Context: an optimization exercise on an open-source flow, tuned for small area. The choices shown serve that exercise and are no tape-out recipe. The RTL was checked by simulation tests, not by an equivalence proof against the original design.

==> job 4827: inputs <==
==> flow/design.v <==
module watch_project (clk, reset, set_outside, set_inside, display_sec, display_sec10,
                      display_min, display_min10, display_hour, display_hour10, state);
	input clk, reset, set_outside, set_inside;
	output [6:0] display_sec, display_sec10, display_min, display_min10, display_hour, display_hour10;
	output [5:0] state;
	parameter [8:0] CA0 = 9'd111;	 
	parameter [9:0] PA0 = 10'd24;	 
	parameter [3:0] SA0 = 4'd6;	 
	localparam [3:0] U0 = 4'd6;	 
	localparam [2:0] T0 = 3'd2;	 
	localparam [1:0] H0 = 2'd1;	 
	function [6:0] segu;		 
		input [3:0] d;
		segu = {(~d[3] & d[0]) | (~d[2] & d[1] & ~d[0]),
			(~d[2] & d[1] & d[0]) | (d[2] & ~d[1] & ~d[0]),
			(~d[2] & ~d[1] & ~d[0]),
			~((d[3] & d[1] & d[0]) | (~d[2] & ~d[1]) | (d[2] & ~d[0])),
			(~d[2] & d[1]) | d[0],
			~((d[3] & d[1]) | (d[2] & ~d[0])),
			~d[3] | (d[2] & ~d[1] & d[0])};
	endfunction
	function [6:0] segt;		 
		input [2:0] d;
		segt = {(~d[2] & d[0]) | (d[2] & d[1] & ~d[0]),
			(d[2] & d[1] & d[0]),
			(~d[1] & ~d[0]),
			(~d[2] & d[0]) | (d[2] & d[1] & ~d[0]),
			(d[2] & d[1]) | d[0],
			(~d[2] & d[0]) | ~d[1],
			~d[2]};
	endfunction
	function [6:0] segh;		 
		input [1:0] d;
		segh = {~d[0], 1'b0, d[1] & d[0], ~d[0], ~d[0], d[1], ~(d[1] & d[0])};
	endfunction
	wire b0 = set_outside, b1 = set_inside;
	reg [8:0] ca;
	reg q4, q2, q1, q0;	 
	assign state = {1'b0, q4, 1'b0, q2, q1, q0};
	wire samp;
	wire [8:0] ca_i;
	assign {samp, ca_i} = ca + 1'b1;
	always @(posedge clk or posedge reset) begin
		if (reset) begin
			ca <= CA0;
			{q4, q2, q1, q0} <= 4'b0001;
		end else begin
			ca <= ca_i | (samp ? CA0 : 9'd0);
			if (samp)
				case ({q4, q2, q1, q0})
					4'b0001: if (!b0) {q4, q2, q1, q0} <= 4'b0100; else if (!b1) {q4, q2, q1, q0} <= 4'b1000;
					4'b0100: if (!b0) {q4, q2, q1, q0} <= 4'b0001; else if (!b1) {q4, q2, q1, q0} <= 4'b0110;
					4'b0110: if (!b1) {q4, q2, q1, q0} <= 4'b0101;
					4'b0101: if (!b1) {q4, q2, q1, q0} <= 4'b0100;
					4'b1000: if (!b0) {q4, q2, q1, q0} <= 4'b1010; else if (!b1) {q4, q2, q1, q0} <= 4'b0001;
					4'b1010: if (!b0) {q4, q2, q1, q0} <= 4'b1001;
					4'b1001: if (!b0) {q4, q2, q1, q0} <= 4'b1000; else if (!b1) {q4, q2, q1, q0} <= 4'b0001;
					default: {q4, q2, q1, q0} <= 4'b0001;
				endcase
		end
	end
	wire sw = q4;			 
	wire set = q2;			 
	wire run = q4 & q1;		 
	wire st5 = q2 & q0;		 
	wire st6 = q2 & q1;		 
	wire add_min = st5 & !b0;
	wire add_hour = st6 & !b0;
	reg cs;
	reg [9:0] as;			 
	reg [3:0] su; reg [2:0] st;	 
	reg [3:0] sa;			 
	reg [3:0] ssu; reg [2:0] sst;	 
	reg [3:0] dsu; reg [2:0] dst;	 
	wire s_first = sw & !cs;	 
	wire s_blank = cs & !sw & set;	 
	wire [9:0] as_i; wire s_tick;
	assign {s_tick, as_i} = as + (!set & !s_first);
	wire [3:0] su_i; wire su_c;
	assign {su_c, su_i} = su + s_tick;
	wire [2:0] st_i; wire st_c;
	assign {st_c, st_i} = st + su_c;
	wire [3:0] su_n = su_i | (su_c ? U0 : 4'd0);
	wire [2:0] st_n = st_i | (st_c ? T0 : 3'd0);
	wire s59 = &{st, su};
	wire [3:0] sa_i; wire sa_c;
	assign {sa_c, sa_i} = sa + run;
	wire [3:0] ssu_i; wire ssu_c;
	assign {ssu_c, ssu_i} = ssu + sa_c;
	wire [2:0] sst_i; wire sst_c;
	assign {sst_c, sst_i} = sst + ssu_c;
	wire [3:0] ssu_n = ssu_i | (ssu_c ? U0 : 4'd0);
	wire [2:0] sst_n = sst_i | (sst_c ? T0 : 3'd0);
	wire ss59 = &{sst, ssu};
	always @(posedge clk or posedge reset) begin
		if (reset) begin
			cs <= 0; as <= PA0; su <= U0; st <= T0; sa <= SA0; ssu <= U0; sst <= T0; dsu <= U0; dst <= T0;
		end else begin
			as <= as_i | (s_tick ? PA0 : 10'd0);
			su <= su_n; st <= st_n;
			sa <= sa_i | (sa_c ? SA0 : 4'd0);
			ssu <= ssu_n; sst <= sst_n;
			if (s_first) begin
				cs <= 1'b1;
				dsu <= ssu; dst <= sst;
			end else if (s_blank) begin
				cs <= 1'b0;
				dsu <= U0; dst <= T0;
			end else if (sa_c) begin
				dsu <= ssu_n; dst <= sst_n;
			end else if (s_tick & !sw) begin
				dsu <= su_n; dst <= st_n;
			end
		end
	end
	wire en_min = s59 & !set;	 
	reg cm;
	reg [9:0] am;
	reg [3:0] mu; reg [2:0] mt;
	reg [3:0] smu; reg [2:0] smt;
	reg [3:0] dmu; reg [2:0] dmt;
	wire m_first = sw & !cm;
	wire m_blank = cm & !sw & !en_min;
	wire [9:0] am_i; wire m_tick;
	assign {m_tick, am_i} = am + (add_min | (en_min & !m_first));
	wire [3:0] mu_i; wire mu_c;
	assign {mu_c, mu_i} = mu + m_tick;
	wire [2:0] mt_i; wire mt_c;
	assign {mt_c, mt_i} = mt + mu_c;
	wire [3:0] mu_n = mu_i | (mu_c ? U0 : 4'd0);
	wire [2:0] mt_n = mt_i | (mt_c ? T0 : 3'd0);
	wire m59 = &{mt, mu};
	wire sm_step = ss59 & sa_c;
	wire [3:0] smu_i; wire smu_c;
	assign {smu_c, smu_i} = smu + sm_step;
	wire [2:0] smt_i; wire smt_c;
	assign {smt_c, smt_i} = smt + smu_c;
	wire [3:0] smu_n = smu_i | (smu_c ? U0 : 4'd0);
	wire [2:0] smt_n = smt_i | (smt_c ? T0 : 3'd0);
	always @(posedge clk or posedge reset) begin
		if (reset) begin
			cm <= 0; am <= PA0; mu <= U0; mt <= T0; smu <= U0; smt <= T0; dmu <= U0; dmt <= T0;
		end else begin
			am <= am_i | (m_tick ? PA0 : 10'd0);
			mu <= mu_n; mt <= mt_n;
			smu <= smu_n; smt <= smt_n;
			if (add_min) begin
				if (m_tick) begin
					cm <= 1'b0;
					dmu <= mu_n; dmt <= mt_n;
				end
			end else if (m_first) begin
				cm <= 1'b1;
				dmu <= smu; dmt <= smt;
			end else if (m_blank) begin
				cm <= 1'b0;
				dmu <= U0; dmt <= T0;
			end else if (sm_step) begin
				dmu <= smu_n; dmt <= smt_n;
			end else if (m_tick & !sw) begin
				cm <= 1'b0;
				dmu <= mu_n; dmt <= mt_n;
			end
		end
	end
	reg ch, zf;			 
	reg [9:0] ah;
	reg [3:0] hu; reg [1:0] ht;
	wire en_hour = m59 & en_min;	 
	wire h_first = sw & !ch;
	wire [9:0] ah_i; wire h_tick;
	assign {h_tick, ah_i} = ah + ((add_hour | en_hour) & !h_first);
	wire [3:0] hu_i; wire hu_c;
	assign {hu_c, hu_i} = hu + h_tick;
	wire h23 = (ht == 2'd3) & (hu == 4'd9);
	always @(posedge clk or posedge reset) begin
		if (reset) begin
			ch <= 0; zf <= 0; ah <= PA0; hu <= U0; ht <= H0;
		end else begin
			ah <= ah_i | (h_tick ? PA0 : 10'd0);
			if (h_tick & h23) begin
				hu <= U0; ht <= H0;
			end else begin
				hu <= hu_i | (hu_c ? U0 : 4'd0);
				ht <= ht + hu_c;
			end
			if (h_first) begin
				ch <= 1'b1;
				zf <= 1'b1;
			end else if (en_hour & run)
				zf <= 1'b1;
			else if (h_tick)
				zf <= 1'b0;
		end
	end
	assign display_sec = segu(dsu);
	assign display_sec10 = segt(dst);
	assign display_min = segu(dmu);
	assign display_min10 = segt(dmt);
	assign display_hour = segu(zf ? U0 : hu);
	assign display_hour10 = segh(zf ? H0 : ht);
endmodule
==> flow/run.sh <==
#!/bin/bash
# synth_recipe.tcl (not shown) runs the flow's synth.tcl, then flattens the netlist and writes it again
# the make line also repeats each setting of config.mk as NAME=value (left out here)
make -C /OpenROAD-flow-scripts/flow DESIGN_CONFIG=/design/flow/config.mk WORK_HOME=/design/flow/orfs CLKGATE_MAP_FILE= SYNTH_SCRIPT=/design/flow/synth_recipe.tcl finish
==> flow/config.mk <==
export PLATFORM = sky130hd
export DESIGN_NAME = watch_project
export DESIGN_NICKNAME = watch_project
export VERILOG_FILES = /design/flow/design.v
export SDC_FILE = /design/flow/constraint.sdc
export NUM_CORES = 4
export LEC_CHECK = 0
export CAP_MARGIN = 20
export CORE_MARGIN = 2
export CORE_UTILIZATION = 40
export SLEW_MARGIN = 20
==> flow/constraint.sdc <==
create_clock -name core_clock -period 20.0 [get_ports {clk}]
set_input_delay 4.0000 -clock core_clock [delete_from_list [all_inputs] [get_ports {clk}]]
set_output_delay 4.0000 -clock core_clock [all_outputs]
set_load 0.01 [all_outputs]
==> job 6864 (differences from job 4827) <==
--- a/flow/design.v
+++ b/flow/design.v
@@ -4,10 +4,11 @@
 	output [6:0] display_sec, display_sec10, display_min, display_min10, display_hour, display_hour10;
 	output [5:0] state;
-	parameter [8:0] CA0 = 9'd111;	 
+	parameter [8:0] CA0 = 9'd324;	 
+	parameter [8:0] CA_S = 9'd162;	 
 	parameter [9:0] PA0 = 10'd24;	 
 	parameter [3:0] SA0 = 4'd6;	 
 	localparam [3:0] U0 = 4'd6;	 
-	localparam [2:0] T0 = 3'd2;	 
-	localparam [1:0] H0 = 2'd1;	 
+	localparam [2:0] T0 = 3'b000;	 
+	localparam [1:0] H0 = 2'b00;	 
 	function [6:0] segu;		 
 		input [3:0] d;
@@ -22,15 +23,37 @@
 	function [6:0] segt;		 
 		input [2:0] d;
-		segt = {(~d[2] & d[0]) | (d[2] & d[1] & ~d[0]),
-			(d[2] & d[1] & d[0]),
-			(~d[1] & ~d[0]),
-			(~d[2] & d[0]) | (d[2] & d[1] & ~d[0]),
-			(d[2] & d[1]) | d[0],
-			(~d[2] & d[0]) | ~d[1],
-			~d[2]};
+		segt = {d[1] ^ d[0],
+			d[2] & ~d[1],
+			~d[2] & d[1],
+			d[1] ^ d[0],
+			d[2] | (~d[1] & d[0]),
+			d[0],
+			~d[2] & ~d[1]};
 	endfunction
 	function [6:0] segh;		 
 		input [1:0] d;
-		segh = {~d[0], 1'b0, d[1] & d[0], ~d[0], ~d[0], d[1], ~(d[1] & d[0])};
+		segh = {~d[1] & d[0], 1'b0, d[1], ~d[1] & d[0], ~d[1] & d[0], d[0], ~d[1]};
+	endfunction
+	function [10:0] inc10;
+		input [9:0] a; input ci;
+		integer i; reg c;
+		begin
+			c = ci;
+			for (i = 0; i < 10; i = i + 1) begin inc10[i] = a[i] ^ c; c = c & a[i]; end
+			inc10[10] = c;
+		end
+	endfunction
+	function [4:0] inc4;
+		input [3:0] a; input ci;
+		integer i; reg c;
+		begin
+			c = ci;
+			for (i = 0; i < 4; i = i + 1) begin inc4[i] = a[i] ^ c; c = c & a[i]; end
+			inc4[4] = c;
+		end
+	endfunction
+	function [2:0] jstep;
+		input [2:0] q; input en;
+		jstep = en ? {q[1:0], ~q[2]} : q;
 	endfunction
 	wire b0 = set_outside, b1 = set_inside;
@@ -38,7 +61,5 @@
 	reg q4, q2, q1, q0;	 
 	assign state = {1'b0, q4, 1'b0, q2, q1, q0};
-	wire samp;
-	wire [8:0] ca_i;
-	assign {samp, ca_i} = ca + 1'b1;
+	wire samp = (ca[6:0] == CA_S[6:0]);	 
 	always @(posedge clk or posedge reset) begin
 		if (reset) begin
@@ -46,5 +67,5 @@
 			{q4, q2, q1, q0} <= 4'b0001;
 		end else begin
-			ca <= ca_i | (samp ? CA0 : 9'd0);
+			ca <= {ca[7:0], ~(ca[8] ^ ca[3]) ^ samp};
 			if (samp)
 				case ({q4, q2, q1, q0})
@@ -63,8 +84,6 @@
 	wire set = q2;			 
 	wire run = q4 & q1;		 
-	wire st5 = q2 & q0;		 
-	wire st6 = q2 & q1;		 
-	wire add_min = st5 & !b0;
-	wire add_hour = st6 & !b0;
+	wire add_min = q2 & q0 & !b0;	 
+	wire add_hour = q2 & q1 & !b0;	 
 	reg cs;
 	reg [9:0] as;			 
@@ -76,21 +95,18 @@
 	wire s_blank = cs & !sw & set;	 
 	wire [9:0] as_i; wire s_tick;
-	assign {s_tick, as_i} = as + (!set & !s_first);
+	assign {s_tick, as_i} = inc10(as, !set & !s_first);
 	wire [3:0] su_i; wire su_c;
-	assign {su_c, su_i} = su + s_tick;
-	wire [2:0] st_i; wire st_c;
-	assign {st_c, st_i} = st + su_c;
+	assign {su_c, su_i} = inc4(su, s_tick);
 	wire [3:0] su_n = su_i | (su_c ? U0 : 4'd0);
-	wire [2:0] st_n = st_i | (st_c ? T0 : 3'd0);
-	wire s59 = &{st, su};
+	wire st_c = su_c & st[2] & !st[1];
+	wire [2:0] st_n = jstep(st, su_c);
+	wire s59 = (&su) & st[2] & !st[1];
 	wire [3:0] sa_i; wire sa_c;
-	assign {sa_c, sa_i} = sa + run;
+	assign {sa_c, sa_i} = inc4(sa, run);
 	wire [3:0] ssu_i; wire ssu_c;
-	assign {ssu_c, ssu_i} = ssu + sa_c;
-	wire [2:0] sst_i; wire sst_c;
-	assign {sst_c, sst_i} = sst + ssu_c;
+	assign {ssu_c, ssu_i} = inc4(ssu, sa_c);
 	wire [3:0] ssu_n = ssu_i | (ssu_c ? U0 : 4'd0);
-	wire [2:0] sst_n = sst_i | (sst_c ? T0 : 3'd0);
-	wire ss59 = &{sst, ssu};
+	wire [2:0] sst_n = jstep(sst, ssu_c);
+	wire ss59 = (&ssu) & sst[2] & !sst[1];
 	always @(posedge clk or posedge reset) begin
 		if (reset) begin
@@ -101,11 +117,11 @@
 			sa <= sa_i | (sa_c ? SA0 : 4'd0);
 			ssu <= ssu_n; sst <= sst_n;
-			if (s_first) begin
+			if (s_first)
 				cs <= 1'b1;
-				dsu <= ssu; dst <= sst;
-			end else if (s_blank) begin
+			else if (s_blank)
 				cs <= 1'b0;
+			if (s_blank) begin
 				dsu <= U0; dst <= T0;
-			end else if (sa_c) begin
+			end else if (s_first | sa_c) begin
 				dsu <= ssu_n; dst <= sst_n;
 			end else if (s_tick & !sw) begin
@@ -121,21 +137,17 @@
 	reg [3:0] dmu; reg [2:0] dmt;
 	wire m_first = sw & !cm;
-	wire m_blank = cm & !sw & !en_min;
+	wire m_blank = cm & !sw & !en_min & !add_min;
 	wire [9:0] am_i; wire m_tick;
-	assign {m_tick, am_i} = am + (add_min | (en_min & !m_first));
+	assign {m_tick, am_i} = inc10(am, add_min | (en_min & !m_first));
 	wire [3:0] mu_i; wire mu_c;
-	assign {mu_c, mu_i} = mu + m_tick;
-	wire [2:0] mt_i; wire mt_c;
-	assign {mt_c, mt_i} = mt + mu_c;
+	assign {mu_c, mu_i} = inc4(mu, m_tick);
 	wire [3:0] mu_n = mu_i | (mu_c ? U0 : 4'd0);
-	wire [2:0] mt_n = mt_i | (mt_c ? T0 : 3'd0);
-	wire m59 = &{mt, mu};
+	wire [2:0] mt_n = jstep(mt, mu_c);
+	wire m59 = (&mu) & mt[2] & !mt[1];
 	wire sm_step = ss59 & sa_c;
 	wire [3:0] smu_i; wire smu_c;
-	assign {smu_c, smu_i} = smu + sm_step;
-	wire [2:0] smt_i; wire smt_c;
-	assign {smt_c, smt_i} = smt + smu_c;
+	assign {smu_c, smu_i} = inc4(smu, sm_step);
 	wire [3:0] smu_n = smu_i | (smu_c ? U0 : 4'd0);
-	wire [2:0] smt_n = smt_i | (smt_c ? T0 : 3'd0);
+	wire [2:0] smt_n = jstep(smt, smu_c);
 	always @(posedge clk or posedge reset) begin
 		if (reset) begin
@@ -145,12 +157,10 @@
 			mu <= mu_n; mt <= mt_n;
 			smu <= smu_n; smt <= smt_n;
-			if (add_min) begin
-				if (m_tick) begin
-					cm <= 1'b0;
-					dmu <= mu_n; dmt <= mt_n;
-				end
+			if (m_tick & !sw) begin
+				cm <= 1'b0;
+				dmu <= mu_n; dmt <= mt_n;
 			end else if (m_first) begin
 				cm <= 1'b1;
-				dmu <= smu; dmt <= smt;
+				dmu <= smu_n; dmt <= smt_n;
 			end else if (m_blank) begin
 				cm <= 1'b0;
@@ -158,7 +168,4 @@
 			end else if (sm_step) begin
 				dmu <= smu_n; dmt <= smt_n;
-			end else if (m_tick & !sw) begin
-				cm <= 1'b0;
-				dmu <= mu_n; dmt <= mt_n;
 			end
 		end
@@ -170,8 +177,8 @@
 	wire h_first = sw & !ch;
 	wire [9:0] ah_i; wire h_tick;
-	assign {h_tick, ah_i} = ah + ((add_hour | en_hour) & !h_first);
+	assign {h_tick, ah_i} = inc10(ah, (add_hour | en_hour) & !h_first);
 	wire [3:0] hu_i; wire hu_c;
-	assign {hu_c, hu_i} = hu + h_tick;
-	wire h23 = (ht == 2'd3) & (hu == 4'd9);
+	assign {hu_c, hu_i} = inc4(hu, h_tick);
+	wire h23 = ht[1] & (hu == 4'd9);	 
 	always @(posedge clk or posedge reset) begin
 		if (reset) begin
@@ -183,5 +190,5 @@
 			end else begin
 				hu <= hu_i | (hu_c ? U0 : 4'd0);
-				ht <= ht + hu_c;
+				if (hu_c) ht <= {ht[0], 1'b1};
 			end
 			if (h_first) begin
==> flow/flow/run.sh (new file) <==
#!/bin/bash
# Own layout flow: the standard ORFS flow (standard.sh) with
#  - an area-oriented ABC script for the synthesis's logic mapping
#    (registers are mapped before ABC, so they are the standard synthesis's)
#  - port buffers of the smallest buffer cell
#  - clock tree of clkbuf_8 without dummy loads
set -euo pipefail
W=$(pwd)
rm -rf "$W/myscripts"
cp -r "$FLOW_HOME/scripts" "$W/myscripts"
cp "$W/flow/abc_area.script" "$W/myscripts/abc_area.script"
export BUFFER_PORTS_ARGS="-buffer_cell sky130_fd_sc_hd__buf_1"
export CTS_ARGS="-sink_clustering_enable -repair_clock_nets -dont_use_dummy_load -buf_list sky130_fd_sc_hd__clkbuf_8 -sink_clustering_size 40 -sink_buffer_max_cap_derate 1.0"
bash "$W/standard.sh" SCRIPTS_DIR="$W/myscripts" ABC_AREA=1 finish > "$W/flow_make.log" 2>&1
==> flow/flow/abc_area.script (new file) <==
strash
&get -n
&deepsyn -T 60
&put
dch -f
amap -m
topo
==> flow/standard.sh (new file) <==
#!/bin/bash
# synth_recipe.tcl (not shown) runs the flow's synth.tcl, then flattens the netlist and writes it again
# the make line also repeats each setting of config.mk as NAME=value (left out here)
make -C /OpenROAD-flow-scripts/flow DESIGN_CONFIG=/design/flow/config.mk WORK_HOME=/design/flow/orfs CLKGATE_MAP_FILE= SYNTH_SCRIPT=/design/flow/synth_recipe.tcl "${@:-finish}"
removed: flow/run.sh
==> job 3937 (differences from job 4827) <==
--- a/flow/design.v
+++ b/flow/design.v
@@ -4,5 +4,6 @@
 	output [6:0] display_sec, display_sec10, display_min, display_min10, display_hour, display_hour10;
 	output [5:0] state;
-	parameter [8:0] CA0 = 9'd111;	 
+	parameter [8:0] CA0 = 9'd324;	 
+	parameter [8:0] CA_S = 9'd162;	 
 	parameter [9:0] PA0 = 10'd24;	 
 	parameter [3:0] SA0 = 4'd6;	 
@@ -34,11 +35,52 @@
 		segh = {~d[0], 1'b0, d[1] & d[0], ~d[0], ~d[0], d[1], ~(d[1] & d[0])};
 	endfunction
+	function [10:0] inc10;
+		input [9:0] a; input ci;
+		integer i; reg c;
+		begin
+			c = ci;
+			for (i = 0; i < 10; i = i + 1) begin inc10[i] = a[i] ^ c; c = c & a[i]; end
+			inc10[10] = c;
+		end
+	endfunction
+	function [9:0] inc9;
+		input [8:0] a; input ci;
+		integer i; reg c;
+		begin
+			c = ci;
+			for (i = 0; i < 9; i = i + 1) begin inc9[i] = a[i] ^ c; c = c & a[i]; end
+			inc9[9] = c;
+		end
+	endfunction
+	function [4:0] inc4;
+		input [3:0] a; input ci;
+		integer i; reg c;
+		begin
+			c = ci;
+			for (i = 0; i < 4; i = i + 1) begin inc4[i] = a[i] ^ c; c = c & a[i]; end
+			inc4[4] = c;
+		end
+	endfunction
+	function [3:0] inc3;
+		input [2:0] a; input ci;
+		integer i; reg c;
+		begin
+			c = ci;
+			for (i = 0; i < 3; i = i + 1) begin inc3[i] = a[i] ^ c; c = c & a[i]; end
+			inc3[3] = c;
+		end
+	endfunction
+	function [1:0] inc2;
+		input [1:0] a; input ci;
+		begin
+			inc2 = {a[1] ^ (ci & a[0]), a[0] ^ ci};
+		end
+	endfunction
 	wire b0 = set_outside, b1 = set_inside;
 	reg [8:0] ca;
 	reg q4, q2, q1, q0;	 
 	assign state = {1'b0, q4, 1'b0, q2, q1, q0};
-	wire samp;
-	wire [8:0] ca_i;
-	assign {samp, ca_i} = ca + 1'b1;
+	wire samp = (ca[6:0] == CA_S[6:0]);	 
+	wire [8:0] ca_i = {ca[7:0], ~(ca[8] ^ ca[3]) ^ samp};
 	always @(posedge clk or posedge reset) begin
 		if (reset) begin
@@ -46,5 +88,5 @@
 			{q4, q2, q1, q0} <= 4'b0001;
 		end else begin
-			ca <= ca_i | (samp ? CA0 : 9'd0);
+			ca <= ca_i;
 			if (samp)
 				case ({q4, q2, q1, q0})
@@ -76,18 +118,18 @@
 	wire s_blank = cs & !sw & set;	 
 	wire [9:0] as_i; wire s_tick;
-	assign {s_tick, as_i} = as + (!set & !s_first);
+	assign {s_tick, as_i} = inc10(as, (!set & !s_first));
 	wire [3:0] su_i; wire su_c;
-	assign {su_c, su_i} = su + s_tick;
+	assign {su_c, su_i} = inc4(su, s_tick);
 	wire [2:0] st_i; wire st_c;
-	assign {st_c, st_i} = st + su_c;
+	assign {st_c, st_i} = inc3(st, su_c);
 	wire [3:0] su_n = su_i | (su_c ? U0 : 4'd0);
 	wire [2:0] st_n = st_i | (st_c ? T0 : 3'd0);
 	wire s59 = &{st, su};
 	wire [3:0] sa_i; wire sa_c;
-	assign {sa_c, sa_i} = sa + run;
+	assign {sa_c, sa_i} = inc4(sa, run);
 	wire [3:0] ssu_i; wire ssu_c;
-	assign {ssu_c, ssu_i} = ssu + sa_c;
+	assign {ssu_c, ssu_i} = inc4(ssu, sa_c);
 	wire [2:0] sst_i; wire sst_c;
-	assign {sst_c, sst_i} = sst + ssu_c;
+	assign {sst_c, sst_i} = inc3(sst, ssu_c);
 	wire [3:0] ssu_n = ssu_i | (ssu_c ? U0 : 4'd0);
 	wire [2:0] sst_n = sst_i | (sst_c ? T0 : 3'd0);
@@ -123,9 +165,9 @@
 	wire m_blank = cm & !sw & !en_min;
 	wire [9:0] am_i; wire m_tick;
-	assign {m_tick, am_i} = am + (add_min | (en_min & !m_first));
+	assign {m_tick, am_i} = inc10(am, (add_min | (en_min & !m_first)));
 	wire [3:0] mu_i; wire mu_c;
-	assign {mu_c, mu_i} = mu + m_tick;
+	assign {mu_c, mu_i} = inc4(mu, m_tick);
 	wire [2:0] mt_i; wire mt_c;
-	assign {mt_c, mt_i} = mt + mu_c;
+	assign {mt_c, mt_i} = inc3(mt, mu_c);
 	wire [3:0] mu_n = mu_i | (mu_c ? U0 : 4'd0);
 	wire [2:0] mt_n = mt_i | (mt_c ? T0 : 3'd0);
@@ -133,7 +175,7 @@
 	wire sm_step = ss59 & sa_c;
 	wire [3:0] smu_i; wire smu_c;
-	assign {smu_c, smu_i} = smu + sm_step;
+	assign {smu_c, smu_i} = inc4(smu, sm_step);
 	wire [2:0] smt_i; wire smt_c;
-	assign {smt_c, smt_i} = smt + smu_c;
+	assign {smt_c, smt_i} = inc3(smt, smu_c);
 	wire [3:0] smu_n = smu_i | (smu_c ? U0 : 4'd0);
 	wire [2:0] smt_n = smt_i | (smt_c ? T0 : 3'd0);
@@ -170,7 +212,7 @@
 	wire h_first = sw & !ch;
 	wire [9:0] ah_i; wire h_tick;
-	assign {h_tick, ah_i} = ah + ((add_hour | en_hour) & !h_first);
+	assign {h_tick, ah_i} = inc10(ah, ((add_hour | en_hour) & !h_first));
 	wire [3:0] hu_i; wire hu_c;
-	assign {hu_c, hu_i} = hu + h_tick;
+	assign {hu_c, hu_i} = inc4(hu, h_tick);
 	wire h23 = (ht == 2'd3) & (hu == 4'd9);
 	always @(posedge clk or posedge reset) begin
@@ -183,5 +225,5 @@
 			end else begin
 				hu <= hu_i | (hu_c ? U0 : 4'd0);
-				ht <= ht + hu_c;
+				ht <= inc2(ht, hu_c);
 			end
 			if (h_first) begin
==> flow/flow/run.sh (new file) <==
#!/bin/bash
# Own layout flow: the standard ORFS flow (standard.sh) with
#  - an area-oriented ABC script for the synthesis's logic mapping
#    (registers are mapped before ABC, so they are the standard synthesis's)
#  - port buffers of the smallest buffer cell
#  - clock tree of clkbuf_8 without dummy loads
set -euo pipefail
W=$(pwd)
rm -rf "$W/myscripts"
cp -r "$FLOW_HOME/scripts" "$W/myscripts"
cp "$W/flow/abc_area.script" "$W/myscripts/abc_area.script"
export BUFFER_PORTS_ARGS="-buffer_cell sky130_fd_sc_hd__buf_1"
export CTS_ARGS="-sink_clustering_enable -repair_clock_nets -dont_use_dummy_load -buf_list sky130_fd_sc_hd__clkbuf_8"
bash "$W/standard.sh" SCRIPTS_DIR="$W/myscripts" ABC_AREA=1 finish > "$W/flow_make.log" 2>&1
==> flow/flow/abc_area.script (new file) <==
strash
&get -n
&deepsyn -T 60
&put
dch -f
amap -m
topo
==> flow/standard.sh (new file) <==
#!/bin/bash
# synth_recipe.tcl (not shown) runs the flow's synth.tcl, then flattens the netlist and writes it again
# the make line also repeats each setting of config.mk as NAME=value (left out here)
make -C /OpenROAD-flow-scripts/flow DESIGN_CONFIG=/design/flow/config.mk WORK_HOME=/design/flow/orfs CLKGATE_MAP_FILE= SYNTH_SCRIPT=/design/flow/synth_recipe.tcl "${@:-finish}"
removed: flow/run.sh
==> job 2672 (differences from job 4827) <==
==> flow/flow/run.sh (new file) <==
#!/bin/bash
# Own layout flow: the standard ORFS flow (standard.sh) with
#  - an area-oriented ABC script for the synthesis's logic mapping
#    (registers are mapped before ABC, so they are the standard synthesis's)
#  - port buffers of the smallest buffer cell
#  - clock tree of clkbuf_8 without dummy loads
set -euo pipefail
W=$(pwd)
rm -rf "$W/myscripts"
cp -r "$FLOW_HOME/scripts" "$W/myscripts"
cp "$W/flow/abc_area.script" "$W/myscripts/abc_area.script"
export BUFFER_PORTS_ARGS="-buffer_cell sky130_fd_sc_hd__buf_1"
export CTS_ARGS="-sink_clustering_enable -repair_clock_nets -dont_use_dummy_load -buf_list sky130_fd_sc_hd__clkbuf_8"
bash "$W/standard.sh" SCRIPTS_DIR="$W/myscripts" ABC_AREA=1 finish > "$W/flow_make.log" 2>&1
==> flow/flow/abc_area.script (new file) <==
strash
&get -n
&deepsyn -T 60
&put
dch -f
amap
topo
==> flow/standard.sh (new file) <==
#!/bin/bash
# synth_recipe.tcl (not shown) runs the flow's synth.tcl, then flattens the netlist and writes it again
# the make line also repeats each setting of config.mk as NAME=value (left out here)
make -C /OpenROAD-flow-scripts/flow DESIGN_CONFIG=/design/flow/config.mk WORK_HOME=/design/flow/orfs CLKGATE_MAP_FILE= SYNTH_SCRIPT=/design/flow/synth_recipe.tcl "${@:-finish}"
removed: flow/run.sh
==> impl_metrics.json <==
{
  "outcome": "timing/DRC/antenna clean",
  "worst-endpoint-required_ns": 20.22,
  "drt-initial-drc-count": 133,
  "synth_top_family_by_area": "adder cells"
}
# the run above: job 6864

==> impl_metrics.json <==
{
  "worst-endpoint-required_ns": 20.27,
  "outcome": "timing/DRC/antenna clean",
  "drt-initial-drc-count": 124,
  "min_to": "ca[8]",
  "synth_xor_area_frac": 0
}
# the run above: job 3937

==> impl_metrics.json <==
{
  "outcome": "timing/DRC/antenna clean",
  "drt-initial-drc-count": 233,
  "worst-endpoint-required_ns": 20.31,
  "synth_top_family_by_area": "compound AO/OA/AOI/OAI gates"
}
# the run above: job 2672

==> impl_metrics.json <==
{
  "outcome": "timing/DRC/antenna clean",
  "synth_top_family_by_area": "simple AND/OR/NAND/NOR gates",
  "tns_ns": 0,
  "worst-endpoint-required_ns": 20.27,
  "min_path_cells": 1,
  "drt-initial-drc-count": 219,
  "synth_cell_type_count": 65
}
# the run above: job 4827

==> separate check: timing with driven ports <==
In the flow no input, the clock included, has a driving cell. The finished layouts below were timed again as built, in two steps. Step 1 (the two cells are an assumption about what drives the block):
set clk [get_ports {clk}]
set_driving_cell -lib_cell sky130_fd_sc_hd__clkbuf_16 $clk
set_driving_cell -lib_cell sky130_fd_sc_hd__buf_2 [delete_from_list [all_inputs] $clk]
Step 2, shift: input delay + t, output delay - t, t = (earliest + latest rising clock arrival at the registers) / 2. This alone moves slack from input paths to output paths. Slacks: ideal ports / drivers / drivers and shift; pairs: ideal ports / drivers.
| run | shift t [ns] | setup slack, ns | hold WS [ns] | worst setup path after step 2 | cell pins on the clock port's net |
|---|---|---|---|---|---|
| job 4827 | 0.380 | 12.503 / 12.518 / 12.139 | 0.467 / 0.467 / 0.467 | input to register | 1 |
| job 6864 | 0.374 | 12.709 / 12.702 / 12.328 | 0.357 / 0.357 / 0.357 | input to register | 1 |
| job 3937 | 0.387 | 11.649 / 11.645 / 11.258 | 0.367 / 0.367 / 0.367 | input to register | 1 |
| job 2672 | 0.405 | 11.805 / 11.816 / 11.411 | 0.462 / 0.462 / 0.462 | input to register | 1 |
After both steps setup and hold are still met in every run listed. For job 2672, which loses most, drivers alone change the setup slack by +0.011 ns; drivers and shift together by -0.394 ns.
